What follows belongs to an exercise in optimizing a design on an open flow for small area and few clock cycles; a production flow would make more cautious choices. Only simulation tests tie the RTL to the original design; equivalence was not proved. Power and IR drop assume default switching activity.

## flow/run.sh

```bash
#!/bin/bash
# synth_recipe.tcl (not shown) runs the flow's synth.tcl, then flattens the netlist and writes it again
# the make line also repeats each setting of config.mk as NAME=value (left out here)
make -C /OpenROAD-flow-scripts/flow DESIGN_CONFIG=/design/flow/config.mk WORK_HOME=/design/flow/orfs CLKGATE_MAP_FILE= SYNTH_SCRIPT=/design/flow/synth_recipe.tcl finish
```

## flow/config.mk

```make
export PLATFORM = sky130hd
export DESIGN_NAME = async_mmap
export DESIGN_NICKNAME = async_mmap
export VERILOG_FILES = /design/flow/design.v
export SDC_FILE = /design/flow/constraint.sdc
export NUM_CORES = 4
export LEC_CHECK = 0
export CAP_MARGIN = 20
export CORE_MARGIN = 2
export CORE_UTILIZATION = 50
export CTS_BUF_LIST = sky130_fd_sc_hd__clkbuf_4
export PLACE_DENSITY = 0.6
export SLEW_MARGIN = 20
```

## flow/constraint.sdc

```tcl
create_clock -name core_clock -period 8.0 [get_ports {clk}]
set_input_delay 1.6000 -clock core_clock [delete_from_list [all_inputs] [get_ports {clk}]]
set_output_delay 1.6000 -clock core_clock [all_outputs]
set_load 0.01 [all_outputs]
```

## flow/design.v

```verilog
`default_nettype none
module async_mmap #(
  parameter RdLenWidth = 5,   
  parameter LenWidth  = 4,    
  parameter QueueLog  = 2,    
  parameter RdDepthLog = 0,   
  parameter RdSplitLog = 10,  
  parameter WrSplitLog = 4    
) (
  input wire clk,
  input wire rst,  
  input wire [63:0] offset,
  output wire        m_axi_AWVALID,
  input  wire        m_axi_AWREADY,
  output wire [31:0] m_axi_AWADDR,
  output wire [0:0]  m_axi_AWID,
  output wire [7:0]  m_axi_AWLEN,
  output wire [2:0]  m_axi_AWSIZE,
  output wire [1:0]  m_axi_AWBURST,
  output wire [0:0]  m_axi_AWLOCK,
  output wire [3:0]  m_axi_AWCACHE,
  output wire [2:0]  m_axi_AWPROT,
  output wire [3:0]  m_axi_AWQOS,
  output wire        m_axi_WVALID,
  input  wire        m_axi_WREADY,
  output wire [31:0] m_axi_WDATA,
  output wire [3:0]  m_axi_WSTRB,
  output wire        m_axi_WLAST,
  input  wire       m_axi_BVALID,
  output wire       m_axi_BREADY,
  input  wire [1:0] m_axi_BRESP,
  input  wire [0:0] m_axi_BID,
  output wire        m_axi_ARVALID,
  input  wire        m_axi_ARREADY,
  output wire [31:0] m_axi_ARADDR,
  output wire [0:0]  m_axi_ARID,
  output wire [7:0]  m_axi_ARLEN,
  output wire [2:0]  m_axi_ARSIZE,
  output wire [1:0]  m_axi_ARBURST,
  output wire [0:0]  m_axi_ARLOCK,
  output wire [3:0]  m_axi_ARCACHE,
  output wire [2:0]  m_axi_ARPROT,
  output wire [3:0]  m_axi_ARQOS,
  input  wire        m_axi_RVALID,
  output wire        m_axi_RREADY,
  input  wire [31:0] m_axi_RDATA,
  input  wire        m_axi_RLAST,
  input  wire [0:0]  m_axi_RID,
  input  wire [1:0]  m_axi_RRESP,
  input  wire [31:0] read_addr_din,
  input  wire        read_addr_write,
  output wire        read_addr_full_n,
  output wire [31:0] read_data_dout,
  input  wire        read_data_read,
  output wire        read_data_empty_n,
  input  wire [31:0] write_addr_din,
  input  wire        write_addr_write,
  output wire        write_addr_full_n,
  input  wire [31:0] write_data_din,
  input  wire        write_data_write,
  output wire        write_data_full_n,
  output wire [7:0] write_resp_dout,
  input  wire       write_resp_read,
  output wire       write_resp_empty_n
);
  localparam QD = 1 << QueueLog;
  wire ar_free;
  wire [29:0] ar_word;
  wire [RdLenWidth-1:0] ar_len;
  wire ar_valid;
  burst_former #(.LenWidth(RdLenWidth), .SplitLog(RdSplitLog)) read_burst (
    .clk(clk), .rst(rst), .base(offset[31:2]),
    .din(read_addr_din[29:0]), .write(read_addr_write), .full_n(read_addr_full_n),
    .room(1'b1), .emit(), .emit_len(),
    .valid(ar_valid), .ready(m_axi_ARREADY), .word(ar_word), .len(ar_len)
  );
  assign m_axi_ARVALID = ar_valid;
  assign m_axi_ARADDR  = {ar_word, offset[1:0]};
  assign m_axi_ARID    = 1'b0;
  assign m_axi_ARLEN   = {{(8-RdLenWidth){1'b0}}, ar_len};
  assign m_axi_ARSIZE  = 3'd2;
  assign m_axi_ARBURST = 2'd1;
  assign m_axi_ARLOCK  = 1'b0;
  assign m_axi_ARCACHE = 4'b0011;
  assign m_axi_ARPROT  = 3'd0;
  assign m_axi_ARQOS   = 4'd0;
  generate
    if (RdDepthLog == 0) begin : rd_pass
      assign read_data_dout    = m_axi_RDATA;
      assign read_data_empty_n = m_axi_RVALID;
      assign m_axi_RREADY      = read_data_read;
    end else begin : rd_fifo
      localparam RD = 1 << RdDepthLog;
      reg [31:0] mem [0:RD-1];
      reg [RdDepthLog:0] wp, rp;
      wire [RdDepthLog:0] used = wp - rp;
      wire full  = used[RdDepthLog];
      wire push  = m_axi_RVALID && !full;
      wire pop   = read_data_read && (wp != rp);
      always @(posedge clk) begin
        if (rst) begin
          wp <= 0;
          rp <= 0;
        end else begin
          if (push) wp <= wp + 1'b1;
          if (pop)  rp <= rp + 1'b1;
        end
        if (push) mem[wp[RdDepthLog-1:0]] <= m_axi_RDATA;
      end
      assign m_axi_RREADY      = !full;
      assign read_data_empty_n = wp != rp;
      assign read_data_dout    = mem[rp[RdDepthLog-1:0]];
    end
  endgenerate
  reg  [LenWidth-1:0] q_len [0:QD-1];    
  reg  [QueueLog:0]   q_tail, q_w, q_b;   
  wire [QueueLog:0] q_used = q_tail - q_b;
  wire q_room = !q_used[QueueLog];
  wire aw_emit;
  wire [29:0] aw_word;
  wire [LenWidth-1:0] aw_len;
  wire aw_valid;
  wire [LenWidth-1:0] aw_len_next;
  burst_former #(.LenWidth(LenWidth), .SplitLog(WrSplitLog)) write_burst (
    .clk(clk), .rst(rst), .base(offset[31:2]),
    .din(write_addr_din[29:0]), .write(write_addr_write), .full_n(write_addr_full_n),
    .room(q_room), .emit(aw_emit), .emit_len(aw_len_next),
    .valid(aw_valid), .ready(m_axi_AWREADY), .word(aw_word), .len(aw_len)
  );
  assign m_axi_AWVALID = aw_valid;
  assign m_axi_AWADDR  = {aw_word, offset[1:0]};
  assign m_axi_AWID    = 1'b0;
  assign m_axi_AWLEN   = {{(8-LenWidth){1'b0}}, aw_len};
  assign m_axi_AWSIZE  = 3'd2;
  assign m_axi_AWBURST = 2'd1;
  assign m_axi_AWLOCK  = 1'b0;
  assign m_axi_AWCACHE = 4'b0011;
  assign m_axi_AWPROT  = 3'd0;
  assign m_axi_AWQOS   = 4'd0;
  reg        wd_valid;
  reg [31:0] wd_data;
  reg [LenWidth-1:0] w_beat;
  reg        b_done;    
  wire w_known = q_w != q_tail;
  wire w_last  = w_beat == q_len[q_w[QueueLog-1:0]];
  wire w_hs    = wd_valid && w_known && m_axi_WREADY;
  wire d_push  = write_data_write;
  wire b_hs    = m_axi_BVALID && !b_done;
  wire r_pop   = write_resp_read && b_done;
  assign write_data_full_n = !wd_valid || w_hs;
  assign m_axi_WVALID = wd_valid && w_known;
  assign m_axi_WDATA  = wd_data;
  assign m_axi_WSTRB  = 4'b1111;
  assign m_axi_WLAST  = w_last;
  assign m_axi_BREADY = !b_done;
  assign write_resp_empty_n = b_done;
  assign write_resp_dout = {{(8-LenWidth){1'b0}}, q_len[q_b[QueueLog-1:0]]};
  always @(posedge clk) begin
    if (rst) begin
      wd_valid <= 1'b0;
      w_beat   <= {LenWidth{1'b0}};
      q_tail   <= {(QueueLog+1){1'b0}};
      q_w      <= {(QueueLog+1){1'b0}};
      q_b      <= {(QueueLog+1){1'b0}};
      b_done   <= 1'b0;
    end else begin
      if (d_push) wd_valid <= 1'b1;
      else if (w_hs) wd_valid <= 1'b0;
      if (w_hs) begin
        if (w_last) begin
          w_beat <= {LenWidth{1'b0}};
          q_w <= q_w + 1'b1;
        end else begin
          w_beat <= w_beat + 1'b1;
        end
      end
      if (aw_emit) q_tail <= q_tail + 1'b1;
      if (b_hs) b_done <= 1'b1;
      else if (r_pop) b_done <= 1'b0;
      if (r_pop) q_b <= q_b + 1'b1;
    end
    if (d_push) wd_data <= write_data_din;
    if (aw_emit) q_len[q_tail[QueueLog-1:0]] <= aw_len_next;
  end
  wire _unused = &{1'b0, offset[63:32], read_addr_din[31:30], write_addr_din[31:30],
                   m_axi_BRESP, m_axi_BID, m_axi_RLAST, m_axi_RID, m_axi_RRESP, 1'b0};
endmodule   
module burst_former #(
  parameter LenWidth = 5,
  parameter SplitLog = 8     
) (
  input  wire        clk,
  input  wire        rst,
  input  wire [29:0] base,       
  input  wire [29:0] din,        
  input  wire        write,
  output wire        full_n,
  input  wire        room,       
  output wire        emit,       
  output wire [LenWidth-1:0] emit_len,
  output reg                 valid,
  input  wire                ready,
  output reg  [29:0]         word,
  output reg  [LenWidth-1:0] len
);
  reg                run;        
  reg [29:0]         run_addr;   
  reg [LenWidth-1:0] run_len;    
  reg                half;       
  reg                carry;      
  wire slot   = (valid ? ready : !half) && room;
  wire [SplitLog:0] next_lo = run_addr[SplitLog-1:0] + run_len + 1'b1;
  wire extend = run && din[29:SplitLog] == run_addr[29:SplitLog] &&
                next_lo == {1'b0, din[SplitLog-1:0]} && ~&run_len;
  assign full_n = slot;
  assign emit   = run && slot && !(write && extend);
  assign emit_len = run_len;
  wire [14:0] sum_lo, sum_hi;
  wire        carry_lo;
  ripple_add #(.W(15)) add_lo (
    .a(base[14:0]), .b(run_addr[14:0]), .ci(1'b0), .s(sum_lo), .co(carry_lo));
  ripple_add #(.W(15)) add_hi (
    .a(base[29:15]), .b(word[29:15]), .ci(carry), .s(sum_hi), .co());
  always @(posedge clk) begin
    if (rst) begin
      run   <= 1'b0;
      valid <= 1'b0;
      half  <= 1'b0;
    end else begin
      if (write) run <= 1'b1;
      else if (emit) run <= 1'b0;
      half <= emit;
      if (half) valid <= 1'b1;
      else if (ready) valid <= 1'b0;
    end
    if (write) begin
      if (extend) begin
        run_len <= run_len + 1'b1;
      end else begin
        run_addr <= din;
        run_len  <= {LenWidth{1'b0}};
      end
    end
    if (emit) begin
      word  <= {run_addr[29:15], sum_lo};
      carry <= carry_lo;
      len   <= run_len;
    end else if (half) begin
      word[29:15] <= sum_hi;
    end
  end
endmodule   
module ripple_add #(
  parameter W = 8
) (
  input  wire [W-1:0] a,
  input  wire [W-1:0] b,
  input  wire         ci,
  output wire [W-1:0] s,
  output wire         co
);
  wire [W:0] c;
  assign c[0] = ci;
  genvar i;
  generate
    for (i = 0; i < W; i = i + 1) begin : bit_
      wire p = a[i] ^ b[i];
      assign s[i]   = p ^ c[i];
      assign c[i+1] = (a[i] & b[i]) | (p & c[i]);
    end
  endgenerate
  assign co = c[W];
endmodule   
`default_nettype wire
```

==> results of run 1 <==
path summary, 6_finish.rpt:
path	endpoint	cells after the start	start	slack, ns
min	write_burst.valid$_SDFFE_PP0P_	2	write_burst.half$_SDFF_PP0_	0.50
min reg2reg	write_burst.valid$_SDFFE_PP0P_	2	write_burst.half$_SDFF_PP0_	0.50
max reg2reg	write_burst.word[29]$_DFFE_PP_	19	write_burst.word[15]$_DFFE_PP_	1.22
max	write_burst.word[29]$_DFFE_PP_	20	offset[17]	0.18
sequential cells by signal, indices dropped and copies added (netlist names), 3 cells and up, named ones only:
register,flops
read_burst.run_addr,30
write_burst.len,4
read_burst.len,5
write_burst.run_len,4
read_burst.run_len,5
q_tail,3
w_beat,4
write_burst.run_addr,30
write_burst.word,30
q_w,3
q_b,3
wd_data,32
read_burst.word,30
q_len,16
cell families (layout without fill, tap and decap cells):
| logic type | Yosys count | after routing | share of synthesized area, % |
|---|---|---|---|
| buffers and inverters | 135 | 389 | 8.087 |
| muxes | 44 | 44 | 5.622 |
| AOI/OAI and AO/OA | 39 | 39 | 2.606 |
| xor gates and xnor gates | 88 | 88 | 7.230 |
| adders and majority gates | 80 | 80 | 13.47 |
| DFF | 213 | 213 | 57.65 |
| other | 2 | 52 | 0.07045 |
| and+or+nand+nor | 112 | 112 | 5.258 |
worst min-delay path, stage by stage, from the launching register on:
cell	delay [ns]
sky130_fd_sc_hd__dfxtp_1	0.35
sky130_fd_sc_hd__a21oi_1	0.05
sky130_fd_sc_hd__nor2_1	0.07
layout by cell type, fill, tap and decap left out, drive strengths merged, types with 4 or more instances in the layout:
master	n
o21ai	7
mux4	8
mux2i	7
edfxtp	188
and2	5
mux2	29
nand3	13
buf	5
fa	58
conb	51
clkinv	15
xor2	57
nor2	36
a21o	4
a21oi	13
dfxtp	25
nor4	14
clkbuf	86
nand4	6
nand2	17
clkdlybuf4s50	245
ha	22
inv	38
xnor2	31
nor2b	5
power groups by stage:
stage,combinational (W),clock [W],sequential (W)
2_1_floorplan,0.000308,0,0.00145
3_3_place_gp,0.000580,0,0.00143
3_5_place_dp,0.000597,0,0.00144
4_1_cts,0.000601,0.000957,0.00141
5_1_grt,0.000660,0.00101,0.00142
6_report,0.000596,0.000928,0.00141
stage by stage:
step / power [W] / TNS [ns]
after detailed placement: 0.002033 / -1.429
after CTS: 0.002972 / 0
after global routing: 0.003098 / 0
after floorplan: 0.001756 / 0
final: 0.002937 / 0
after global placement: 0.002015 / -1.143
repair_timing:
item | CTS | global route
hold buffers | 0 | 0
endpoints found under the setup margin | 0 | 1
resized for setup | 0 | 1
layer usage:
metal,GRT usage (%),up-vias,share of wire (%)
li1,-,2934,-
met1,27.26,3111,38
met2,38.22,321,50
met3,7.622,48,9.3
met4,7.877,0,2.3
met5,0,-,0
cell type report:
class                   instances  area [um2]  share of cell area [%]
clock buffers                  86       645.6                   4.721
repair buffers                250        2490                   18.21
multi-input cells             414        3846                   28.12
well taps                     275       344.1                   2.516
diodes                          1       2.502                 0.01830
inverters                      38       142.6                   1.043
flip-flops and latches        213        6146                   44.94
clock inverters                15       60.06                  0.4391
==> summary.txt, run 1 <==
Max stage delay cell, worst path sky130_fd_sc_hd__fa_1; combined area of all synthesized cells 10660 um2; Yosys top cell area share 52.96%; critical path cell sequence clkdlybuf4s50_1 > inv_1 > fa_1 > inv_1 > fa_1 > fa_1 > fa_1 > fa_1 > fa_1 > fa_1 > fa_1 > fa_1 > fa_1 > fa_1 > fa_1 > fa_1 > fa_1 > xnor2_2 > xnor2_1 > mux2_2; area of the core 20960 um2; antenna violations before repair 1; Avg Cell Area, Syn 14.95 um2; number of placed instances, taps included 1190; synthesis-to-finish area growth 28.30%; leftover overflow at the end of global routing 0; #FFs+latches synth 213; worst vdd ir 0.1072 mV; total of endpoints with negative setup slack in the final report 0; dpl cell area 12960 um2; sequential-to-total area share from yosys stat 57.65%; synth top area cells sky130_fd_sc_hd__edfxtp_1 (53%), sky130_fd_sc_hd__fa_1 (11%), sky130_fd_sc_hd__buf_4 (6.5%); WP data required 8.39 ns; via count 6414; filler instances 1629; Chip Height 150.0 um; largest area contributor in the netlist sky130_fd_sc_hd__edfxtp_1; pre-CTS setup slack -0.4430 ns; number of I/O pins 414; startpoint type of the worst setup path primary input; WP data arrival 8.21 ns; number of levels the H-tree was split into 2; horizontal extent of the die 150.0 um; share of final-layout standard cells stronger than drive strength 1 13.78%; design internal power 0.002157 W; share of total power in the clock network 31.6%; maximum clock path buffer count 3; worst-case hold slack 0.5049 ns; most used flip-flop cell after synthesis sky130_fd_sc_hd__edfxtp_1; clock insertion delay at the later pin of the skew report 0.66 ns; Crit path top cell by count sky130_fd_sc_hd__fa_1; share of power burned in registers 48.1%; detail-routed via count per cell 4.964; half-perimeter wire length of the detailed placement result 19.63 mm; most frequently used cell type in the post-synthesis netlist sky130_fd_sc_hd__edfxtp_1; Leakage Power 5.177 nW; clock-pin slew on the worst setup and hold paths 0.07 ns; detailed-route DRC error count 0; placer congestion estimate 0.8558; count of buffering cells on the critical path with inverters included 3; fin worst setup slack 0.1753 ns; number of global-route vias before repair 6910; Tightest Hold Check Type reg2reg; Critical Path Sink Type flip-flop; number of buffers created by CTS 55; layout net count 1263; CTS root buf sky130_fd_sc_hd__clkbuf_4; Fin Clk Skew 0.03340 ns; worst slew slack as a fraction of its limit 32.66%; synthesized netlist cell count 713; fin crit share 97.81%; number of pins exceeding their max-slew limit in the final report 0; # Max-Cap Violations 0; crit path time final 7.825 ns; post-layout instance count excluding filler cells 1292; first-pass iteration count of the detailed router 5; global-route wire length before repair 38.07 mm; Netlist cell types 52; starting utilization of the core area 50.87%; Critical Setup Path Class in2reg; antenna-violating nets left 0; number of flops mapped to enable cells by yosys 188; post-route cell area 13680 um2; total power divided by cell area 214.7 nW/um2; Port Buffer Count 245; total of warnings raised by yosys 3; critical path fanouts, max 2; kind of cell with the highest combined delay on the critical path adder cells; actual transition at the worst max-transition pin 1.009 ns; wire length after detailed routing 25.32 mm; maximum single-stage delay on the critical path 0.43 ns; number of endpoints with negative hold slack in the final report 0; switching share of total power 26.55%; share of the core filled with cells in the final layout 65.27%; commonest cells in the synthesized netlist sky130_fd_sc_hd__edfxtp_1 (188), sky130_fd_sc_hd__buf_4 (92), sky130_fd_sc_hd__fa_1 (58), sky130_fd_sc_hd__xor2_1 (57), sky130_fd_sc_hd__inv_1 (38); fraction of synthesis flops using an asynchronous set or reset pin 0%; TritonCTS clock tree built; drt initial violations 308; highest clock rate 127.8 MHz; clock sink total 213; wire length per cell 19.60 um; pin count of the biggest net entering global routing 34; unrepaired setup endpoints after global routing no; full die area 22500 um2; status complete, no violations; combinational fraction of design power 20.3%; setup bufs post-CTS 0; All-Layer GR Usage 22.65%; floorplan row count 53; Switching Power 0.0007796 W
Testbench counts, summed over its fixed seeds: cycles 7,842.
==> run 2: changes to the inputs <==
--- a/flow/config.mk
+++ b/flow/config.mk
@@ -8,6 +8,8 @@
 export CAP_MARGIN = 20
 export CORE_MARGIN = 2
 export CORE_UTILIZATION = 50
-export CTS_BUF_LIST = sky130_fd_sc_hd__clkbuf_4
+export CTS_BUF_LIST = sky130_fd_sc_hd__clkbuf_8
+export CTS_CLUSTER_DIAMETER = 50
+export CTS_CLUSTER_SIZE = 18
 export PLACE_DENSITY = 0.6
 export SLEW_MARGIN = 20
==> summary.txt, run 2 <==
status complete, no violations; global-route wire length before repair 37.83 mm; kind of cell with the highest combined delay on the critical path adder cells; leftover overflow at the end of global routing 0; drt initial violations 282; Tightest Hold Check Type reg2reg; post-layout instance count excluding filler cells 1242; maximum clock path buffer count 3; WP data arrival 8.15 ns; number of endpoints with negative hold slack in the final report 0; combined area of all synthesized cells 10660 um2; first-pass iteration count of the detailed router 4; pin count of the biggest net entering global routing 34; placer congestion estimate 0.8558; worst-case hold slack 0.5191 ns; share of final-layout standard cells stronger than drive strength 1 10.75%; Crit path top cell by count sky130_fd_sc_hd__fa_1; CTS root buf sky130_fd_sc_hd__clkbuf_8; TritonCTS clock tree built; synth top area cells sky130_fd_sc_hd__edfxtp_1 (53%), sky130_fd_sc_hd__fa_1 (11%), sky130_fd_sc_hd__buf_4 (6.5%); half-perimeter wire length of the detailed placement result 19.63 mm; horizontal extent of the die 150.0 um; critical path fanouts, max 2; WP data required 8.36 ns; layout net count 1236; Netlist cell types 52; startpoint type of the worst setup path primary input; number of global-route vias before repair 6687; max FFs per register 32; sequential-to-total area share from yosys stat 57.65%; number of I/O pins 414; Yosys top cell area share 52.96%; count of buffering cells on the critical path with inverters included 3; worst vdd ir 0.1599 mV; worst slew slack as a fraction of its limit 34.03%; detail-routed via count per cell 4.999; clock insertion delay at the later pin of the skew report 0.59 ns; clock-pin slew on the worst setup and hold paths 0.10 ns; commonest cells in the synthesized netlist sky130_fd_sc_hd__edfxtp_1 (188), sky130_fd_sc_hd__buf_4 (92), sky130_fd_sc_hd__fa_1 (58), sky130_fd_sc_hd__xor2_1 (57), sky130_fd_sc_hd__inv_1 (38); count of inserted antenna diode cells 0; starting utilization of the core area 50.87%; total of warnings raised by yosys 3; Chip Height 150.0 um; crit path time final 7.797 ns; wire length after detailed routing 25.16 mm; most frequent cells in the layout sky130_fd_sc_hd__clkdlybuf4s50_1 (245), sky130_fd_sc_hd__edfxtp_1 (188), sky130_fd_sc_hd__fa_1 (58); unrepaired setup endpoints after global routing no; actual transition at the worst max-transition pin 0.9885 ns; synthesized netlist cell count 713; #FFs+latches synth 213; total negative setup slack 0 ns; Avg Cell Area, Syn 14.95 um2; # Max-Cap Violations 0; register with the most flip-flops wd_data; Port Buffer Count 245; fraction of synthesis flops using an asynchronous set or reset pin 0%; maximum single-stage delay on the critical path 0.44 ns; Critical Path Sink Type flip-flop; highest clock rate 128.3 MHz; All-Layer GR Usage 22.40%; largest area contributor in the netlist sky130_fd_sc_hd__edfxtp_1; number of flops mapped to enable cells by yosys 188; via count 6209; number of placed instances, taps included 1190; detailed-route DRC error count 0; most frequently used cell type in the post-synthesis netlist sky130_fd_sc_hd__edfxtp_1; antenna violations before repair 0; area of the core 20960 um2; most used flip-flop cell after synthesis sky130_fd_sc_hd__edfxtp_1; leading cell type in the layout, fill and taps excluded sky130_fd_sc_hd__clkdlybuf4s50_1; antenna-violating nets left 0; floorplan row count 53; Max stage delay cell, worst path sky130_fd_sc_hd__clkdlybuf4s50_1; Overall Power 0.002936 W; Leakage Power 5.077 nW; total of endpoints with negative setup slack in the final report 0; synthesis-to-finish area growth 27.86%; wire length per cell 20.26 um; critical path cell sequence clkdlybuf4s50_1 > inv_2 > fa_1 > inv_1 > fa_1 > fa_1 > fa_1 > fa_1 > fa_1 > fa_1 > fa_1 > fa_1 > fa_1 > fa_1 > fa_1 > fa_1 > fa_1 > xnor2_2 > xnor2_1 > mux2_2; Fin Clk Skew 0.03336 ns; number of levels the H-tree was split into 1; fin crit share 97.47%; total power divided by cell area 215.4 nW/um2; clock sink total 213; number of buffers created by CTS 28; number of pins exceeding their max-slew limit in the final report 0; full die area 22500 um2; Critical Setup Path Class in2reg
-- run 2: cell counts after synthesis --
No cell type changed its count.
-- run 2: worst paths after layout --
kind | from | endpoint | slack (ns) | cells past startpoint
max reg2reg | write_burst.word[15]$_DFFE_PP_ | write_burst.word[29]$_DFFE_PP_ | 1.26 | 19
min | read_burst.run$_SDFFE_PP0P_ | read_burst.run$_SDFFE_PP0P_ | 0.52 | 2
min reg2reg | read_burst.run$_SDFFE_PP0P_ | read_burst.run$_SDFFE_PP0P_ | 0.52 | 2
max | offset[17] | write_burst.word[29]$_DFFE_PP_ | 0.20 | 20
-- run 2: what timing repair did --
action                     in CTS  in global routing
hold buffers                    0                  0
setup buffers                   0                  0
setup endpoints to repair       0                  2
resized for setup               0                  2
-- run 2: cell families after synthesis --
| group | synth area share, % |
|---|---|
| compound gates | 2.606 |
| buf+inv | 8.087 |
| xor+xnor | 7.230 |
| simple gates | 5.258 |
| flops | 57.65 |
| mux | 5.622 |
| fa+ha+maj | 13.47 |
| other cells | 0.07045 |
-- run 2: worst reg2reg max path, cell delays in order, from the launching register on --
cell                       delay, ns
sky130_fd_sc_hd__edfxtp_1       0.41
sky130_fd_sc_hd__inv_1          0.10
sky130_fd_sc_hd__fa_1           0.18
sky130_fd_sc_hd__inv_1          0.05
sky130_fd_sc_hd__fa_1           0.40
sky130_fd_sc_hd__fa_1           0.39
sky130_fd_sc_hd__fa_1           0.39
sky130_fd_sc_hd__fa_1           0.40
sky130_fd_sc_hd__fa_1           0.40
sky130_fd_sc_hd__fa_1           0.40
sky130_fd_sc_hd__fa_1           0.41
sky130_fd_sc_hd__fa_1           0.43
sky130_fd_sc_hd__fa_1           0.42
sky130_fd_sc_hd__fa_1           0.40
sky130_fd_sc_hd__fa_1           0.40
sky130_fd_sc_hd__fa_1           0.39
sky130_fd_sc_hd__fa_1           0.42
sky130_fd_sc_hd__xnor2_2        0.16
sky130_fd_sc_hd__xnor2_1        0.12
sky130_fd_sc_hd__mux2_2         0.26
-- run 2: metrics by stage --
stage | util [%] | setup WS [ns] | instance area (um2)
finish | 65.05 | 0.2027 | 13630
global route | 65.05 | 0.01458 | 13630
CTS | 65.01 | 0.1867 | 13620
detailed placement | 61.85 | -0.4430 | 12960
global placement | 61.85 | -0.3856 | 12960
floorplan | - | 0.4007 | 10840
-- run 2: cell type report --
type,count,area [um2]
Clock buffer,28,385.4
Clock inverter,24,276.5
Fill cell,1605,7325
Inverter,38,142.6
Multi-Input combinational cell,414,3846
Sequential cell,213,6146
Tap cell,275,344.1
Timing Repair Buffer,250,2490
-- run 2: power breakdown --
part	internal, W	leakage (nW)	total, W	switching [W]
registers	0.00134	2.01	0.00141	0.0000684
logic	0.000325	2.74	0.000596	0.000271
clock network	0.000414	0.328	0.000929	0.000515
total	0.00208	5.08	0.00294	0.000854
-- run 2: metal layers --
| metal | GRT usage [%] | up-vias | wire (um) |
|---|---|---|---|
| met3 | 6.463 | 50 | 2072 |
| met2 | 38.29 | 281 | 12480 |
| met1 | 27.80 | 3028 | 9879 |
| li1 | - | 2850 | - |
| met5 | 0 | - | 0 |
| met4 | 6.509 | 0 | 729 |
==> run 3: changes to the inputs <==
==> flow/flow/run.sh (new file) <==
#!/bin/bash
# The standard layout (standard.sh), except that the buffer placed on each
# input and output port is a buf_1 cell rather than the larger delay buffer
# that buffer_ports picks by default. make's full output goes to make.log.
set -euo pipefail
export BUFFER_PORTS_ARGS="-buffer_cell sky130_fd_sc_hd__buf_1"
bash standard.sh finish > make.log 2>&1
==> flow/standard.sh (new file) <==
#!/bin/bash
# synth_recipe.tcl (not shown) runs the flow's synth.tcl, then flattens the netlist and writes it again
# the make line also repeats each setting of config.mk as NAME=value (left out here)
make -C /OpenROAD-flow-scripts/flow DESIGN_CONFIG=/design/flow/config.mk WORK_HOME=/design/flow/orfs CLKGATE_MAP_FILE= SYNTH_SCRIPT=/design/flow/synth_recipe.tcl "${@:-finish}"
--- a/flow/config.mk
+++ b/flow/config.mk
@@ -8,8 +8,6 @@
 export CAP_MARGIN = 20
 export CORE_MARGIN = 2
 export CORE_UTILIZATION = 50
-export CTS_BUF_LIST = sky130_fd_sc_hd__clkbuf_8
-export CTS_CLUSTER_DIAMETER = 50
-export CTS_CLUSTER_SIZE = 18
+export CTS_BUF_LIST = sky130_fd_sc_hd__clkbuf_4
 export PLACE_DENSITY = 0.6
 export SLEW_MARGIN = 20
removed: flow/run.sh
==> summary.txt, run 3 <==
status complete, no violations; maximum clock path buffer count 3; Critical Setup Path Class in2reg; largest area contributor in the netlist sky130_fd_sc_hd__edfxtp_1; synthesis-to-finish area growth 13.86%; first-pass iteration count of the detailed router 4; pin count of the biggest net entering global routing 34; number of pins exceeding their max-slew limit in the final report 0; crit path time final 7.383 ns; max FFs per register 32; area of the core 20960 um2; flip-flop and latch area 6146 um2; horizontal extent of the die 150.0 um; Critical Path Sink Type flip-flop; wire length after detailed routing 24.31 mm; clock sink total 213; starting utilization of the core area 50.87%; # Max-Cap Violations 0; TritonCTS clock tree built; commonest cells in the synthesized netlist sky130_fd_sc_hd__edfxtp_1 (188), sky130_fd_sc_hd__buf_4 (92), sky130_fd_sc_hd__fa_1 (58), sky130_fd_sc_hd__xor2_1 (57), sky130_fd_sc_hd__inv_1 (38); post-layout instance count excluding filler cells 1290; global-route wire length before repair 36.75 mm; number of buffers created by CTS 55; fraction of synthesis flops using an asynchronous set or reset pin 0%; number of levels the H-tree was split into 2; worst vdd ir 0.1423 mV; Port Buffer Count 245; GR Util met1 25.55%; clock insertion delay at the later pin of the skew report 0.66 ns; via count 6326; All-Layer GR Usage 21.80%; #FFs+latches synth 213; most frequently used cell type in the post-synthesis netlist sky130_fd_sc_hd__edfxtp_1; most used flip-flop cell after synthesis sky130_fd_sc_hd__edfxtp_1; number of flops mapped to enable cells by yosys 188; total of warnings raised by yosys 3; detail-routed via count per cell 4.904; half-perimeter wire length of the detailed placement result 18.92 mm; highest clock rate 135.5 MHz; Leakage Power 4.494 nW; Avg Cell Area, Syn 14.95 um2; area used by multi-input combinational logic 3844 um2; total power divided by cell area 232.5 nW/um2; setup bufs post-CTS 0; worst slew slack as a fraction of its limit 33.37%; layout net count 1261; actual transition at the worst max-transition pin 0.9933 ns; Worst R2R Start read_burst.word[15]$_DFFE_PP_; source of the critical timing path offset[17]; antenna violations before repair 2; met3 demand-to-capacity share in global routing 8.110%; floorplan row count 53; share of final-layout standard cells stronger than drive strength 1 13.34%; Tightest Hold Check Type reg2reg; Fin Clk Skew 0.02549 ns; wire length per cell 18.84 um; number of I/O pins 414; total of endpoints with negative setup slack in the final report 0; Yosys top cell area share 52.96%; hold bufs inserted after CTS 0; clock-pin slew on the worst setup and hold paths 0.06 ns; number of placed instances, taps included 1188; Chip Height 150.0 um; WP data arrival 7.79 ns; unrepaired setup endpoints after global routing no; met2 demand-to-capacity share in global routing 37.17%; Netlist cell types 52; busiest layer in global routing met2; register with the most flip-flops wd_data; CTS root buf sky130_fd_sc_hd__clkbuf_4; critical path fanouts, max 2; filler instances 1783; number of global-route vias before repair 6789; WP data required 8.40 ns; full die area 22500 um2; placer congestion estimate 0.8749; leftover overflow at the end of global routing 0; pre-CTS setup slack -0.04601 ns; synthesized netlist cell count 713; fin worst setup slack 0.6172 ns; leading cell type in the layout, fill and taps excluded sky130_fd_sc_hd__buf_1; hold_sp write_burst.half$_SDFF_PP0_; startpoint type of the worst setup path primary input; synth top area cells sky130_fd_sc_hd__edfxtp_1 (53%), sky130_fd_sc_hd__fa_1 (11%), sky130_fd_sc_hd__buf_4 (6.5%); combined area of all synthesized cells 10660 um2; sequential-to-total area share from yosys stat 57.65%; Overall Power 0.002822 W; most frequent cells in the layout sky130_fd_sc_hd__buf_1 (244), sky130_fd_sc_hd__edfxtp_1 (188), sky130_fd_sc_hd__clkbuf_4 (83); fin crit share 92.28%; antenna-violating nets left 0; number of endpoints with negative hold slack in the final report 0; drt initial violations 207; detailed-route DRC error count 0; post-CTS resize count 0
[run 3: cell counts after synthesis]
Identical to the previous run, type by type.
[run 3: critical path, stage by stage]
cell	delay, ns
sky130_fd_sc_hd__buf_1	0.07
sky130_fd_sc_hd__inv_1	0.14
sky130_fd_sc_hd__fa_1	0.19
sky130_fd_sc_hd__inv_1	0.05
sky130_fd_sc_hd__fa_1	0.41
sky130_fd_sc_hd__fa_1	0.39
sky130_fd_sc_hd__fa_1	0.38
sky130_fd_sc_hd__fa_1	0.39
sky130_fd_sc_hd__fa_1	0.39
sky130_fd_sc_hd__fa_1	0.39
sky130_fd_sc_hd__fa_1	0.41
sky130_fd_sc_hd__fa_1	0.45
sky130_fd_sc_hd__fa_1	0.42
sky130_fd_sc_hd__fa_1	0.40
sky130_fd_sc_hd__fa_1	0.39
sky130_fd_sc_hd__fa_1	0.39
sky130_fd_sc_hd__fa_1	0.38
sky130_fd_sc_hd__xnor2_1	0.21
sky130_fd_sc_hd__xnor2_1	0.08
sky130_fd_sc_hd__mux2_2	0.26
[run 3: layout make-up]
class                   instances  share of cell area [%]
multi-input cells             414                   31.67
well taps                     275                   2.835
flip-flops and latches        213                   50.63
clock inverters                16                  0.7216
diodes                          3                 0.06185
repair buffers                248                   7.772
inverters                      38                   1.175
clock buffers                  83                   5.133
[run 3: routing by layer]
metal	vias to the layer above	part of all wire [%]
met4	2	1.9
li1	2929	-
met1	3053	38
met5	-	0.041
met2	302	51
met3	40	9.4
[run 3: worst paths after layout]
| path | end | slack, ns | cells after the start |
|---|---|---|---|
| setup / recovery | write_burst.word[29]$_DFFE_PP_ | 0.62 | 20 |
| hold reg to reg | write_burst.valid$_SDFFE_PP0P_ | 0.49 | 2 |
| hold / removal | write_burst.valid$_SDFFE_PP0P_ | 0.49 | 2 |
| setup reg to reg | read_burst.word[29]$_DFFE_PP_ | 1.32 | 19 |
[run 3: cell families after synthesis]
kind of cell               share of synthesized area [%]
muxes                                              5.622
DFF                                                57.65
other                                            0.07045
buffers and inverters                              8.087
AOI/OAI and AO/OA                                  2.606
and+or+nand+nor                                    5.258
adders and majority gates                          13.47
xor gates and xnor gates                           7.230
[run 3: per-stage QoR]
stage	hold slack [ns]	area, um2	utilization, %	TNS (ns)
2_1_floorplan	0.4446	10840	-	0
3_3_place_gp	0.4715	11420	54.50	-0.009026
3_5_place_dp	0.4784	11420	54.50	-0.05617
4_1_cts	0.4959	12130	57.89	0
5_1_grt	0.5409	12140	57.91	0
6_report	0.4917	12140	57.92	0
[run 3: power by group]
| part | total, W | leakage (nW) | switching (W) | internal [W] |
|---|---|---|---|---|
| combinational | 0.000473 | 2.06 | 0.000267 | 0.000205 |
| sequential | 0.00141 | 2.01 | 0.0000671 | 0.00134 |
| clock | 0.000938 | 0.425 | 0.000434 | 0.000504 |
==> run 4: changes to the inputs <==
--- a/flow/config.mk
+++ b/flow/config.mk
@@ -7,7 +7,9 @@
 export LEC_CHECK = 0
 export CAP_MARGIN = 20
 export CORE_MARGIN = 2
-export CORE_UTILIZATION = 50
-export CTS_BUF_LIST = sky130_fd_sc_hd__clkbuf_4
-export PLACE_DENSITY = 0.6
+export CORE_UTILIZATION = 65
+export CTS_BUF_LIST = sky130_fd_sc_hd__clkbuf_8
+export CTS_CLUSTER_DIAMETER = 50
+export CTS_CLUSTER_SIZE = 18
+export PLACE_DENSITY = 0.72
 export SLEW_MARGIN = 20
==> summary.txt, run 4 <==
setup bufs post-CTS 0; antenna violations before repair 3; Switching Power 0.0007419 W; post-CTS resize count 0; WP data arrival 7.94 ns; number of flops mapped to enable cells by yosys 188; full die area 17440 um2; number of pins exceeding their max-slew limit in the final report 0; wire length after detailed routing 23.45 mm; largest area contributor in the netlist sky130_fd_sc_hd__edfxtp_1; detail-routed via count per cell 5.342; wire length per cell 20.08 um; total of warnings raised by yosys 3; combinational fraction of design power 18.0%; switching share of total power 28.26%; Critical Path Sink Type flip-flop; clock sink total 213; share of total power in the clock network 28.3%; combined area of all synthesized cells 10660 um2; share of the core filled with cells in the final layout 74.10%; clock-pin slew on the worst setup and hold paths 0.10 ns; number of endpoints with negative hold slack in the final report 0; number of cells traversed by the worst register-to-register path 19; dpl cell area 11340 um2; commonest cells in the synthesized netlist sky130_fd_sc_hd__edfxtp_1 (188), sky130_fd_sc_hd__buf_4 (92), sky130_fd_sc_hd__fa_1 (58), sky130_fd_sc_hd__xor2_1 (57), sky130_fd_sc_hd__inv_1 (38); leading cell type in the layout, fill and taps excluded sky130_fd_sc_hd__buf_1; maximum clock path buffer count 3; most used flip-flop cell after synthesis sky130_fd_sc_hd__edfxtp_1; Leakage Power 4.312 nW; half-perimeter wire length of the detailed placement result 18.62 mm; unrepaired setup endpoints after global routing no; number of cells on the worst hold path 2; highest clock rate 130.5 MHz; horizontal extent of the die 132.1 um; hold bufs inserted after CTS 0; # Max-Cap Violations 0; pin count of the biggest net entering global routing 34; design internal power 0.001884 W; Fin Clk Skew 0.02495 ns; share of final-layout standard cells stronger than drive strength 1 8.641%; post-route cell area 11810 um2; #FFs+latches synth 213; register with the most flip-flops wd_data; worst slew slack as a fraction of its limit 32.80%; TritonCTS clock tree built; fin worst setup slack 0.3377 ns; startpoint type of the worst setup path primary input; leftover overflow at the end of global routing 0; critical path fanouts, max 2; Chip Height 132.1 um; detailed-route DRC error count 0; fin crit share 95.78%; Avg Cell Area, Syn 14.95 um2; global-route wire length before repair 35.71 mm; total power divided by cell area 222.2 nW/um2; worst vdd ir 0.1448 mV; clock insertion delay at the later pin of the skew report 0.53 ns; number of I/O pins 414; via count 6239; status complete, no violations; synthesis-to-finish area growth 10.82%; synth top area cells sky130_fd_sc_hd__edfxtp_1 (53%), sky130_fd_sc_hd__fa_1 (11%), sky130_fd_sc_hd__buf_4 (6.5%); starting utilization of the core area 66.87%; first-pass iteration count of the detailed router 4; sequential-to-total area share from yosys stat 57.65%; pre-CTS setup slack -0.1493 ns; drt initial violations 393; layout net count 1226; Critical Setup Path Class in2reg; fraction of synthesis flops using an asynchronous set or reset pin 0%; most frequent cells in the layout sky130_fd_sc_hd__buf_1 (244), sky130_fd_sc_hd__edfxtp_1 (188), sky130_fd_sc_hd__fa_1 (58); number of buffers created by CTS 20; WP data required 8.28 ns; Yosys top cell area share 52.96%; antenna-violating nets left 0; CTS root buf sky130_fd_sc_hd__clkbuf_8; number of global-route vias before repair 6514; area of the core 15940 um2; share of power burned in registers 53.7%; All-Layer GR Usage 26.87%; crit path time final 7.662 ns; Tightest Hold Check Type reg2reg; placer congestion estimate 0.8727; Port Buffer Count 245; total of endpoints with negative setup slack in the final report 0; number of levels the H-tree was split into 1; actual transition at the worst max-transition pin 1.008 ns; most frequently used cell type in the post-synthesis netlist sky130_fd_sc_hd__edfxtp_1; synthesized netlist cell count 713; Netlist cell types 52; floorplan row count 46; max FFs per register 32
## run 4: cell counts after synthesis
Identical to the previous run, type by type.
## run 4: logic make-up after synthesis
| family | count (synthesis) | share of synthesized area, % |
|---|---|---|
| flip-flops | 213 | 57.65 |
| buffers and inverters | 135 | 8.087 |
| AND/OR/NAND/NOR | 112 | 5.258 |
| XOR/XNOR | 88 | 7.230 |
| adder cells (fa/ha/maj) | 80 | 13.47 |
| multiplexers | 44 | 5.622 |
| AO/OA/AOI/OAI | 39 | 2.606 |
| other | 2 | 0.07045 |
## run 4: final timing paths
| check | from | endpoint | slack, ns |
|---|---|---|---|
| worst max-delay path | offset[17] | write_burst.word[29]$_DFFE_PP_ | 0.34 |
| worst min-delay path | q_b[1]$_SDFFE_PP0P_ | flip-flop | 0.52 |
| worst max register to register | write_burst.word[15]$_DFFE_PP_ | write_burst.word[29]$_DFFE_PP_ | 1.19 |
| worst min register to register | q_b[1]$_SDFFE_PP0P_ | flip-flop | 0.52 |
## run 4: area by class of cell
class / count / area, um2
Antenna cell: 3 / 7.507
Clock buffer: 21 / 289.0
Clock inverter: 15 / 176.4
Fill cell: 1092 / 4129
Inverter: 38 / 142.6
Multi-Input combinational cell: 414 / 3839
Sequential cell: 213 / 6146
Tap cell: 216 / 270.3
Timing Repair Buffer: 248 / 943.4
## run 4: routing by layer
layer	share of wire [%]	global-route usage (%)	up-vias
li1	-	-	2822
met1	38	33.11	3084
met2	49	45.57	273
met3	8.9	7.536	58
met4	3.8	10.14	2
met5	0.047	0	-
## run 4: power by group through the flow
stage	combinational, W	sequential (W)	clock (W)
finish	0.000473	0.00141	0.000743
CTS	0.000476	0.00141	0.000756
detailed placement	0.000469	0.00144	0
global placement	0.000449	0.00143	0
floorplan	0.000308	0.00145	0
global route	0.000528	0.00142	0.000794
## run 4: through the flow
| step | total power [W] | std cells | setup TNS (ns) | hold slack [ns] |
|---|---|---|---|---|
| 2_1_floorplan | 0.001756 | 762 | 0 | 0.4446 |
| 3_3_place_gp | 0.001882 | 1129 | 0 | 0.4727 |
| 3_5_place_dp | 0.001905 | 1129 | -0.2564 | 0.5021 |
| 4_1_cts | 0.002643 | 1165 | 0 | 0.5254 |
| 5_1_grt | 0.002745 | 1166 | 0 | 0.5679 |
| 6_report | 0.002625 | 1168 | 0 | 0.5225 |
## run 4: critical path, cell delays in order
cell,delay [ns]
sky130_fd_sc_hd__buf_1,0.07
sky130_fd_sc_hd__inv_1,0.17
sky130_fd_sc_hd__fa_1,0.22
sky130_fd_sc_hd__inv_1,0.05
sky130_fd_sc_hd__fa_1,0.41
sky130_fd_sc_hd__fa_1,0.42
sky130_fd_sc_hd__fa_1,0.40
sky130_fd_sc_hd__fa_1,0.39
sky130_fd_sc_hd__fa_1,0.40
sky130_fd_sc_hd__fa_1,0.40
sky130_fd_sc_hd__fa_1,0.40
sky130_fd_sc_hd__fa_1,0.39
sky130_fd_sc_hd__fa_1,0.41
sky130_fd_sc_hd__fa_1,0.40
sky130_fd_sc_hd__fa_1,0.40
sky130_fd_sc_hd__fa_1,0.41
sky130_fd_sc_hd__fa_1,0.40
sky130_fd_sc_hd__xnor2_1,0.23
sky130_fd_sc_hd__xnor2_1,0.08
sky130_fd_sc_hd__mux2_2,0.27
==> run 5: changes to the inputs <==
--- a/flow/design.v
+++ b/flow/design.v
@@ -5,7 +5,7 @@
   parameter QueueLog  = 2,    
   parameter RdDepthLog = 0,   
   parameter RdSplitLog = 10,  
-  parameter WrSplitLog = 4    
+  parameter WrSplitLog = 5    
 ) (
   input wire clk,
   input wire rst,  
==> flow/flow/run.sh (replaced) <==
#!/bin/bash
# The standard layout (standard.sh), except that the buffer placed on each
# input and output port is a buf_1 cell rather than the larger delay buffer
# that buffer_ports picks by default, and constant outputs share their tie
# cells. make's full output goes to make.log.
set -euo pipefail
export BUFFER_PORTS_ARGS="-buffer_cell sky130_fd_sc_hd__buf_1"
export SKIP_REPAIR_TIE_FANOUT=1
bash standard.sh finish > make.log 2>&1
==> summary.txt, run 5 <==
status complete, no violations; leftover overflow at the end of global routing 0; total negative setup slack 0 ns; horizontal extent of the die 133.1 um; clock sink total 213; highest clock rate 133.3 MHz; global-route wire length before repair 36.05 mm; number of endpoints with negative hold slack in the final report 0; total of endpoints with negative setup slack in the final report 0; starting utilization of the core area 65.98%; startpoint type of the worst setup path primary input; full die area 17700 um2; area of the core 16410 um2; xor and xnor area share after synthesis 7.201%; combined area of all synthesized cells 10830 um2; most frequent cells in the layout sky130_fd_sc_hd__buf_1 (244), sky130_fd_sc_hd__edfxtp_1 (188), sky130_fd_sc_hd__fa_1 (58); placer congestion estimate 0.9765; half-perimeter wire length of the detailed placement result 18.67 mm; post-synthesis compound-gate area fraction 2.450%; number of levels the H-tree was split into 1; sequential-to-total area share from yosys stat 56.77%; pin count of the biggest net entering global routing 40; share of the core filled with cells in the final layout 71.89%; register with the most flip-flops wd_data; dominant combinational cell family by area after synthesis adder cells; #FFs+latches synth 213; layout net count 1206; synthesis-to-finish area growth 8.958%; setup bufs post-CTS 0; GR Util met1 32.51%; busiest layer in global routing met2; critical path fanouts, max 2; actual transition at the worst max-transition pin 0.9136 ns; total of warnings raised by yosys 3; max FFs per register 32; via count 6489; leading cell type in the layout, fill and taps excluded sky130_fd_sc_hd__buf_1; Port Buffer Count 245; CTS root buf sky130_fd_sc_hd__clkbuf_8; detailed-route DRC error count 0; antenna violations before repair 1; number of flops mapped to enable cells by yosys 188; post-synthesis share of cell area spent on and, or, nand and nor gates 6.738%; unrepaired setup endpoints after global routing no; # Max-Cap Violations 0; Netlist cell types 53; share of final-layout standard cells stronger than drive strength 1 9.355%; portion of netlist area occupied by mux cells 5.363%; wire length per cell 20.35 um; hold bufs inserted after CTS 0; number of buffers created by CTS 21; first-pass iteration count of the detailed router 4; clock insertion delay at the later pin of the skew report 0.54 ns; Overall Power 0.002626 W; commonest cells in the synthesized netlist sky130_fd_sc_hd__edfxtp_1 (188), sky130_fd_sc_hd__buf_4 (90), sky130_fd_sc_hd__fa_1 (58), sky130_fd_sc_hd__xor2_1 (46), sky130_fd_sc_hd__xnor2_1 (43); number of global-route vias before repair 6890; met2 demand-to-capacity share in global routing 45.77%; Yosys top cell area share 52.15%; All-Layer GR Usage 26.56%; fraction of synthesis flops using an asynchronous set or reset pin 0%; largest area contributor in the netlist sky130_fd_sc_hd__edfxtp_1; Critical Path Sink Type flip-flop; worst vdd ir 0.1821 mV; worst slew slack as a fraction of its limit 39.03%; total power divided by cell area 222.6 nW/um2; Chip Height 133.1 um; post-CTS resize count 0; maximum clock path buffer count 3; adder-cell share of the synthesized area 13.27%; TritonCTS clock tree built; drt initial violations 306; most frequently used cell type in the post-synthesis netlist sky130_fd_sc_hd__edfxtp_1; clock-pin slew on the worst setup and hold paths 0.11 ns; wire length after detailed routing 23.42 mm; synth top area cells sky130_fd_sc_hd__edfxtp_1 (52%), sky130_fd_sc_hd__fa_1 (11%), sky130_fd_sc_hd__buf_4 (6.2%); Tightest Hold Check Type reg2reg; floorplan row count 47; Critical Setup Path Class in2reg; crit path time final 7.500 ns; synthesized netlist cell count 741; most used flip-flop cell after synthesis sky130_fd_sc_hd__edfxtp_1; met3 demand-to-capacity share in global routing 5.670%; fin crit share 93.75%; number of I/O pins 414; WP data arrival 7.80 ns; Fin Clk Skew 0.01986 ns; antenna-violating nets left 0; detail-routed via count per cell 5.638; Leakage Power 4.197 nW; filler instances 1151; WP data required 8.30 ns; Avg Cell Area, Syn 14.61 um2; number of pins exceeding their max-slew limit in the final report 0
-- run 5: cell types whose count changed after synthesis, moves of 5 or more --
cell | before | now
sky130_fd_sc_hd__a21oi_1 | 12 | 17
sky130_fd_sc_hd__nand4_1 | 6 | 13
sky130_fd_sc_hd__nor2b_1 | 5 | 0
sky130_fd_sc_hd__nor4_1 | 13 | 18
sky130_fd_sc_hd__xnor2_1 | 31 | 43
sky130_fd_sc_hd__xor2_1 | 57 | 46
-- run 5: cell type report --
cell class	count	area, um2	share of cell area [%]
clock buffer	21	289.0	2.450
tap	220	275.3	2.334
multi-input combinational	392	3801	32.23
timing repair buffer	248	947.2	8.030
sequential	213	6146	52.11
inverter	39	153.9	1.305
antenna	1	2.502	0.02122
clock inverter	17	180.2	1.528
-- run 5: final timing paths --
| path | from | to | slack (ns) | cells past startpoint |
|---|---|---|---|---|
| min reg2reg | write_burst.half$_SDFF_PP0_ | write_burst.valid$_SDFFE_PP0P_ | 0.51 | 2 |
| max | offset[17] | write_burst.word[29]$_DFFE_PP_ | 0.50 | 20 |
| min | write_burst.half$_SDFF_PP0_ | write_burst.valid$_SDFFE_PP0P_ | 0.51 | 2 |
| max reg2reg | write_burst.word[15]$_DFFE_PP_ | write_burst.word[29]$_DFFE_PP_ | 1.30 | 19 |
-- run 5: through the flow --
| stage | worst slack (ns) | area (um2) | cells | hold WS, ns |
|---|---|---|---|---|
| after CTS | 0.5166 | 11780 | 1149 | 0.5155 |
| after global routing | 0.2845 | 11800 | 1151 | 0.5506 |
| after global placement | 0.03760 | 11310 | 1111 | 0.4643 |
| after detailed placement | -0.06889 | 11310 | 1111 | 0.4866 |
| final | 0.4999 | 11800 | 1151 | 0.5112 |
| after floorplan | 0.4005 | 10830 | 741 | 0.4446 |
-- run 5: logic make-up after synthesis --
group | Yosys count
flip-flops | 213
AND/OR/NAND/NOR | 137
buffers and inverters | 136
XOR/XNOR | 89
adder cells (fa/ha/maj) | 80
multiplexers | 43
AO/OA/AOI/OAI | 41
other | 2
-- run 5: worst max-delay path, stage by stage --
cell                      delay (ns)
sky130_fd_sc_hd__buf_1          0.07
sky130_fd_sc_hd__inv_1          0.15
sky130_fd_sc_hd__fa_1           0.21
sky130_fd_sc_hd__inv_1          0.05
sky130_fd_sc_hd__fa_1           0.37
sky130_fd_sc_hd__fa_1           0.40
sky130_fd_sc_hd__fa_1           0.39
sky130_fd_sc_hd__fa_1           0.40
sky130_fd_sc_hd__fa_1           0.40
sky130_fd_sc_hd__fa_1           0.40
sky130_fd_sc_hd__fa_1           0.39
sky130_fd_sc_hd__fa_1           0.39
sky130_fd_sc_hd__fa_1           0.40
sky130_fd_sc_hd__fa_1           0.40
sky130_fd_sc_hd__fa_1           0.42
sky130_fd_sc_hd__fa_1           0.42
sky130_fd_sc_hd__fa_1           0.39
sky130_fd_sc_hd__xnor2_1        0.19
sky130_fd_sc_hd__xnor2_1        0.08
sky130_fd_sc_hd__mux2_2         0.27
-- run 5: power breakdown --
part,switching [W],total (W),internal (W)
logic,0.000273,0.000482,0.000209
clock network,0.000423,0.000732,0.000310
registers,0.0000696,0.00141,0.00134
total,0.000765,0.00263,0.00186
-- run 5: metal layers --
metal	up-vias	share of wire (%)
met5	-	0
met4	0	4.4
met3	85	7.6
met2	293	50
met1	3210	38
li1	2901	-
Testbench counts of run 5, summed over its fixed seeds: cycles 7,805.
==> run 6: changes to the inputs <==
--- a/flow/design.v
+++ b/flow/design.v
@@ -5,7 +5,7 @@
   parameter QueueLog  = 2,    
   parameter RdDepthLog = 0,   
   parameter RdSplitLog = 10,  
-  parameter WrSplitLog = 5    
+  parameter WrSplitLog = 4    
 ) (
   input wire clk,
   input wire rst,  
--- a/flow/config.mk
+++ b/flow/config.mk
@@ -7,9 +7,9 @@
 export LEC_CHECK = 0
 export CAP_MARGIN = 20
 export CORE_MARGIN = 2
-export CORE_UTILIZATION = 65
+export CORE_UTILIZATION = 50
 export CTS_BUF_LIST = sky130_fd_sc_hd__clkbuf_8
 export CTS_CLUSTER_DIAMETER = 50
 export CTS_CLUSTER_SIZE = 18
-export PLACE_DENSITY = 0.72
+export PLACE_DENSITY = 0.6
 export SLEW_MARGIN = 20
==> summary.txt, run 6 <==
via count 6047; TritonCTS clock tree built; floorplan row count 53; detail-routed via count per cell 5.107; maximum single-stage delay on the critical path 0.43 ns; number of buffers created by CTS 25; half-perimeter wire length of the detailed placement result 17.94 mm; Yosys top cell area share 52.96%; Port Buffer Count 245; max FFs per register 32; number of levels the H-tree was split into 1; global-route wire length before repair 34.64 mm; # Max-Cap Violations 0; maximum clock path buffer count 3; fraction of synthesis flops using an asynchronous set or reset pin 0%; post-CTS resize count 0; drt initial violations 200; Tightest Hold Check Type reg2reg; most used flip-flop cell after synthesis sky130_fd_sc_hd__edfxtp_1; total power divided by cell area 234.6 nW/um2; Chip Height 150.0 um; synthesized netlist cell count 713; total of warnings raised by yosys 3; kind of cell with the highest combined delay on the critical path adder cells; total of endpoints with negative setup slack in the final report 0; wire length after detailed routing 22.95 mm; most frequently used cell type in the post-synthesis netlist sky130_fd_sc_hd__edfxtp_1; number of flops mapped to enable cells by yosys 188; share of the core filled with cells in the final layout 56.53%; clock sink total 213; number of placed instances, taps included 1139; horizontal extent of the die 150.0 um; number of global-route vias before repair 6382; register with the most flip-flops wd_data; number of endpoints with negative hold slack in the final report 0; Max stage delay cell, worst path sky130_fd_sc_hd__fa_1; CTS root buf sky130_fd_sc_hd__clkbuf_8; startpoint type of the worst setup path primary input; Crit path top cell by count sky130_fd_sc_hd__fa_1; leading cell type in the layout, fill and taps excluded sky130_fd_sc_hd__buf_1; antenna-violating nets left 0; Critical Setup Path Class in2reg; synth top area cells sky130_fd_sc_hd__edfxtp_1 (53%), sky130_fd_sc_hd__fa_1 (11%), sky130_fd_sc_hd__buf_4 (6.5%); worst slew slack as a fraction of its limit 33.87%; post-synthesis compound-gate area fraction 2.606%; status complete, no violations; #FFs+latches synth 213; WP data arrival 7.84 ns; adder-cell share of the synthesized area 13.47%; critical path fanouts, max 2; crit path time final 7.535 ns; wire length per cell 19.39 um; pre-CTS setup slack -0.1033 ns; first-pass iteration count of the detailed router 5; post-synthesis share of cell area spent on and, or, nand and nor gates 5.258%; All-Layer GR Usage 20.38%; number of pins exceeding their max-slew limit in the final report 0; clock-pin slew on the worst setup and hold paths 0.09 ns; WP data required 8.31 ns; post-layout instance count excluding filler cells 1184; starting utilization of the core area 50.87%; worst vdd ir 0.1123 mV; portion of netlist area occupied by mux cells 5.622%; setup bufs post-CTS 0; hold bufs inserted after CTS 0; sequential-to-total area share from yosys stat 57.65%; number of I/O pins 414; layout net count 1182; pin count of the biggest net entering global routing 40; antenna violations before repair 1; area of the core 20960 um2; placer congestion estimate 0.8574; post-route cell area 11850 um2; most frequent cells in the layout sky130_fd_sc_hd__buf_1 (244), sky130_fd_sc_hd__edfxtp_1 (188), sky130_fd_sc_hd__fa_1 (58); Critical Path Sink Type flip-flop; count of buffering cells on the critical path with inverters included 3; fin crit share 94.19%; Fin Clk Skew 0.01655 ns; detailed-route DRC error count 0; count of inserted antenna diode cells 0; combined area of all synthesized cells 10660 um2; full die area 22500 um2; fin worst setup slack 0.4648 ns; xor and xnor area share after synthesis 7.230%; Netlist cell types 52; clock insertion delay at the later pin of the skew report 0.55 ns; dominant combinational cell family by area after synthesis adder cells; share of final-layout standard cells stronger than drive strength 1 10.23%; unrepaired setup endpoints after global routing no; commonest cells in the synthesized netlist sky130_fd_sc_hd__edfxtp_1 (188), sky130_fd_sc_hd__buf_4 (92), sky130_fd_sc_hd__fa_1 (58), sky130_fd_sc_hd__xor2_1 (57), sky130_fd_sc_hd__inv_1 (38); Avg Cell Area, Syn 14.95 um2; leftover overflow at the end of global routing 0; dpl cell area 11230 um2; critical path cell sequence buf_1 > inv_1 > fa_1 > inv_1 > fa_1 > fa_1 > fa_1 > fa_1 > fa_1 > fa_1 > fa_1 > fa_1 > fa_1 > fa_1 > fa_1 > fa_1 > fa_1 > xnor2_1 > xnor2_1 > mux2_2; actual transition at the worst max-transition pin 0.9920 ns; highest clock rate 132.7 MHz; largest area contributor in the netlist sky130_fd_sc_hd__edfxtp_1; synthesis-to-finish area growth 11.13%; Leakage Power 4.227 nW
[run 6: cell types whose count changed after synthesis, sizes merged, moves of 4 or more]
cell | before | now
a21oi | 17 | 13
xor2 | 46 | 57
xnor2 | 43 | 31
nand4 | 13 | 6
nor4 | 18 | 14
nor2b | 0 | 5
[run 6: final timing paths]
path / startpoint / to / slack, ns / cells past startpoint
max reg2reg: write_burst.word[15]$_DFFE_PP_ / write_burst.word[29]$_DFFE_PP_ / 1.33 / 19
min: write_burst.half$_SDFF_PP0_ / write_burst.valid$_SDFFE_PP0P_ / 0.49 / 2
min reg2reg: write_burst.half$_SDFF_PP0_ / write_burst.valid$_SDFFE_PP0P_ / 0.49 / 2
max: offset[17] / write_burst.word[29]$_DFFE_PP_ / 0.46 / 20
[run 6: metal layers]
layer,global-route usage [%],vias to the layer above,share of wire (%)
met5,0,-,0.052
met4,5.660,2,2.2
met3,5.335,49,8.3
met2,35.59,226,51
met1,25.10,2987,38
li1,-,2783,-
[run 6: area by class of cell]
| class | count | area, um2 |
|---|---|---|
| Fill cell | 1794 | 9109 |
| Sequential cell | 213 | 6146 |
| Multi-Input combinational cell | 365 | 3655 |
| Timing Repair Buffer | 248 | 943.4 |
| Clock buffer | 25 | 344.1 |
| Tap cell | 275 | 344.1 |
| Clock inverter | 20 | 271.5 |
| Inverter | 38 | 142.6 |
[run 6: tightest hold or removal path, cell delays in order (launching register included)]
cell,delay (ns)
sky130_fd_sc_hd__dfxtp_1,0.35
sky130_fd_sc_hd__a21oi_1,0.04
sky130_fd_sc_hd__nor2_1,0.07
[run 6: cells by family after synthesis]
| family | count (synthesis) |
|---|---|
| DFF | 213 |
| AOI/OAI and AO/OA | 39 |
| buffers and inverters | 135 |
| adders and majority gates | 80 |
| muxes | 44 |
| xor gates and xnor gates | 88 |
| and+or+nand+nor | 112 |
| other | 2 |
[run 6: power by group]
group / switching (W) / internal [W] / total [W]
clock network: 0.000468 / 0.000429 / 0.000897
registers: 0.0000673 / 0.00134 / 0.00141
logic: 0.000264 / 0.000208 / 0.000472
[run 6: metrics by stage]
stage	total power, W	hold WS (ns)	setup TNS, ns
2_1_floorplan	0.001756	0.4446	0
3_3_place_gp	0.001889	0.4687	0
3_5_place_dp	0.001908	0.4716	-0.1620
4_1_cts	0.002809	0.4929	0
5_1_grt	0.002917	0.5399	0
6_report	0.002779	0.4920	0
Testbench counts of run 6, summed over its fixed seeds: cycles 7,842.
==> run 7: changes to the inputs <==
--- a/flow/design.v
+++ b/flow/design.v
@@ -5,7 +5,7 @@
   parameter QueueLog  = 2,    
   parameter RdDepthLog = 0,   
   parameter RdSplitLog = 10,  
-  parameter WrSplitLog = 4    
+  parameter WrSplitLog = 5    
 ) (
   input wire clk,
   input wire rst,  
--- a/flow/config.mk
+++ b/flow/config.mk
@@ -7,9 +7,9 @@
 export LEC_CHECK = 0
 export CAP_MARGIN = 20
 export CORE_MARGIN = 2
-export CORE_UTILIZATION = 50
+export CORE_UTILIZATION = 70
 export CTS_BUF_LIST = sky130_fd_sc_hd__clkbuf_8
 export CTS_CLUSTER_DIAMETER = 50
 export CTS_CLUSTER_SIZE = 18
-export PLACE_DENSITY = 0.6
+export PLACE_DENSITY = 0.8
 export SLEW_MARGIN = 20
==> summary.txt, run 7 <==
antenna violations before repair 0; register with the most flip-flops wd_data; WP data required 8.28 ns; worst flop-to-flop path endpoint write_burst.word[29]$_DFFE_PP_; number of I/O pins 414; Worst Hold End write_burst.valid$_SDFFE_PP0P_; Netlist cell types 53; detail-routed via count per cell 5.786; via count 6440; wire length after detailed routing 23.87 mm; post-layout instance count excluding filler cells 1113; Chip Height 128.4 um; number of cells traversed by the worst register-to-register path 19; synth top area cells sky130_fd_sc_hd__edfxtp_1 (52%), sky130_fd_sc_hd__fa_1 (11%), sky130_fd_sc_hd__buf_4 (6.2%); number of placed instances, taps included 1079; number of flops mapped to enable cells by yosys 188; clock sink total 213; starting utilization of the core area 71.47%; actual transition at the worst max-transition pin 1.046 ns; max FFs per register 32; horizontal extent of the die 128.4 um; drt initial violations 404; pin count of the biggest net entering global routing 40; floorplan row count 45; combined area of all synthesized cells 10830 um2; detailed-route DRC error count 0; largest area contributor in the netlist sky130_fd_sc_hd__edfxtp_1; wire length per cell 21.45 um; full die area 16480 um2; post-route cell area 11670 um2; sequential-to-total area share from yosys stat 56.77%; number of buffers created by CTS 19; total of endpoints with negative setup slack in the final report 0; maximum clock path buffer count 3; crit path time final 7.519 ns; filler instances 949; Worst R2R Start write_burst.word[15]$_DFFE_PP_; WP data arrival 7.80 ns; synthesis-to-finish area growth 7.847%; dpl cell area 11270 um2; most used flip-flop cell after synthesis sky130_fd_sc_hd__edfxtp_1; critical path fanouts, max 2; commonest cells in the synthesized netlist sky130_fd_sc_hd__edfxtp_1 (188), sky130_fd_sc_hd__buf_4 (90), sky130_fd_sc_hd__fa_1 (58), sky130_fd_sc_hd__xor2_1 (46), sky130_fd_sc_hd__xnor2_1 (43); placer congestion estimate 0.9541; Overall Power 0.002579 W; worst vdd ir 0.1712 mV; most frequently used cell type in the post-synthesis netlist sky130_fd_sc_hd__edfxtp_1; layout net count 1203; most frequent cells in the layout sky130_fd_sc_hd__buf_1 (244), sky130_fd_sc_hd__edfxtp_1 (188), sky130_fd_sc_hd__fa_1 (58); leading cell type in the layout, fill and taps excluded sky130_fd_sc_hd__buf_1; hold bufs inserted after CTS 0; worst slew slack as a fraction of its limit 30.26%; Leakage Power 4.176 nW; number of levels the H-tree was split into 1; Avg Cell Area, Syn 14.61 um2; hold_sp write_burst.half$_SDFF_PP0_; status complete, no violations; fin crit share 93.98%; #FFs+latches synth 213; highest clock rate 133.0 MHz; Port Buffer Count 245; All-Layer GR Usage 28.98%; source of the critical timing path offset[17]; antenna-violating nets left 0; register-to-register path setup slack 1.29 ns; unrepaired setup endpoints after global routing no; half-perimeter wire length of the detailed placement result 18.77 mm; area of the core 15150 um2; clock insertion delay at the later pin of the skew report 0.54 ns; CTS root buf sky130_fd_sc_hd__clkbuf_8; fraction of synthesis flops using an asynchronous set or reset pin 0%; Yosys top cell area share 52.15%; global-route wire length before repair 35.75 mm; Tightest Hold Check Type reg2reg; first-pass iteration count of the detailed router 4; startpoint type of the worst setup path primary input; number of global-route vias before repair 6638; share of final-layout standard cells stronger than drive strength 1 8.658%; Fin Clk Skew 0.04193 ns; # Max-Cap Violations 0; total of warnings raised by yosys 3; number of endpoints with negative hold slack in the final report 0; TritonCTS clock tree built; Critical Path Sink Type flip-flop; clock-pin slew on the worst setup and hold paths 0.11 ns; leftover overflow at the end of global routing 0; number of pins exceeding their max-slew limit in the final report 0; Critical Setup Path Class in2reg; post-CTS resize count 0; setup bufs post-CTS 0; number of cells on the worst hold path 2; synthesized netlist cell count 741; total power divided by cell area 220.9 nW/um2
run 7: cell count changes after synthesis, sizes merged, moves of 4 or more:
| cell | delta |
|---|---|
| xor2 | -11 |
| nor2b | -5 |
| nor4 | +4 |
| a21oi | +4 |
| nand4 | +7 |
| xnor2 | +12 |
run 7: area by class of cell:
cell class	instances	area, um2	area share, %
multi-input combinational	392	3801	32.56
clock buffer	20	275.3	2.358
tap	188	235.2	2.015
antenna	1	2.502	0.02143
inverter	39	153.9	1.318
sequential	213	6146	52.64
timing repair buffer	247	935.9	8.016
clock inverter	13	125.1	1.072
run 7: worst max path at each step:
stage	slack, ns	endpoint	cells after the start
finish	0.48	write_burst.word[29]$_DFFE_PP_	20
detailed placement	-0.02	write_burst.word[29]$_DFFE_PP_	20
global route	0.27	write_burst.word[29]$_DFFE_PP_	20
CTS	0.51	write_burst.word[29]$_DFFE_PP_	20
global placement	0.08	write_burst.word[29]$_DFFE_PP_	20
floorplan	0.40	read_burst.word[29]$_DFFE_PP_	19
run 7: logic make-up (layout without fill, tap and decap cells):
| family | count (synthesis) | after routing | share of synthesized area [%] |
|---|---|---|---|
| other cells | 2 | 3 | 0.06937 |
| xor+xnor | 89 | 89 | 7.201 |
| compound gates | 41 | 41 | 2.450 |
| mux | 43 | 43 | 5.363 |
| flops | 213 | 213 | 56.77 |
| fa+ha+maj | 80 | 80 | 13.27 |
| simple gates | 137 | 137 | 6.738 |
| buf+inv | 136 | 319 | 8.137 |
run 7: per-layer routing:
layer  wire length (um)  global-route usage, %  vias to the layer above
li1                   -                      -                     2880
met1               9055                  37.33                     3160
met2              11640                  47.56                      330
met3               2238                  8.067                       70
met4                935                  11.31                        0
met5                  0                      0                        -
run 7: worst max-delay path, stage by stage:
cell and delay, ns:
sky130_fd_sc_hd__buf_1 0.07, sky130_fd_sc_hd__inv_1 0.13, sky130_fd_sc_hd__fa_1 0.21, sky130_fd_sc_hd__inv_1 0.05
sky130_fd_sc_hd__fa_1 0.38, sky130_fd_sc_hd__fa_1 0.40, sky130_fd_sc_hd__fa_1 0.39, sky130_fd_sc_hd__fa_1 0.39
sky130_fd_sc_hd__fa_1 0.41, sky130_fd_sc_hd__fa_1 0.39, sky130_fd_sc_hd__fa_1 0.39, sky130_fd_sc_hd__fa_1 0.40
sky130_fd_sc_hd__fa_1 0.40, sky130_fd_sc_hd__fa_1 0.39, sky130_fd_sc_hd__fa_1 0.41, sky130_fd_sc_hd__fa_1 0.43
sky130_fd_sc_hd__fa_1 0.40, sky130_fd_sc_hd__xnor2_1 0.20, sky130_fd_sc_hd__xnor2_1 0.08, sky130_fd_sc_hd__mux2_2 0.27
run 7: where the power goes:
part | switching, W | internal (W) | total, W
Combinational | 0.000277 | 0.000210 | 0.000487
Clock | 0.000397 | 0.000284 | 0.000681
Sequential | 0.0000692 | 0.00134 | 0.00141
run 7: stage by stage:
stage               setup slack [ns]   TNS, ns  util (%)  hold WS [ns]
floorplan                     0.4005         0         -        0.4446
global placement             0.07533         0     74.42        0.4662
detailed placement          -0.02259  -0.02259     74.42        0.4940
CTS                           0.5128         0     77.07        0.5190
global route                  0.2693         0     77.07        0.5496
finish                        0.4814         0     77.08        0.5118
Testbench counts of run 7, summed over its fixed seeds: cycles 7,805.

[port drivers added, routing unchanged]
The flow's constraints put no driver on any port. The routed layouts listed below were extracted and timed again, unchanged, in two steps. Step 1 sets driving cells, clkbuf_16 on the clock port and buf_2 on the other inputs (assumed; they add their load-dependent delay and slew). Step 2, shift: input delay + t, output delay - t, t = (earliest + latest rising clock arrival at the registers) / 2. This alone moves slack from input paths to output paths. a / b / c = ideal ports / drivers / drivers and shift; a / b = the first two.
| run | shift t [ns] | setup slack, ns |
|---|---|---|
| run 1 | 0.681 | 0.175 / 0.194 / -0.487 |
| run 2 | 0.615 | 0.203 / 0.224 / -0.391 |
| run 3 | 0.686 | 0.617 / 0.627 / -0.060 |
| run 4 | 0.560 | 0.338 / 0.350 / -0.210 |
| run 5 | 0.570 | 0.500 / 0.515 / -0.055 |
| run 6 | 0.587 | 0.465 / 0.482 / -0.105 |
| run 7 | 0.558 | 0.481 / 0.495 / -0.063 |
With both steps, setup timing fails in every run listed, where it was met with ideal ports.
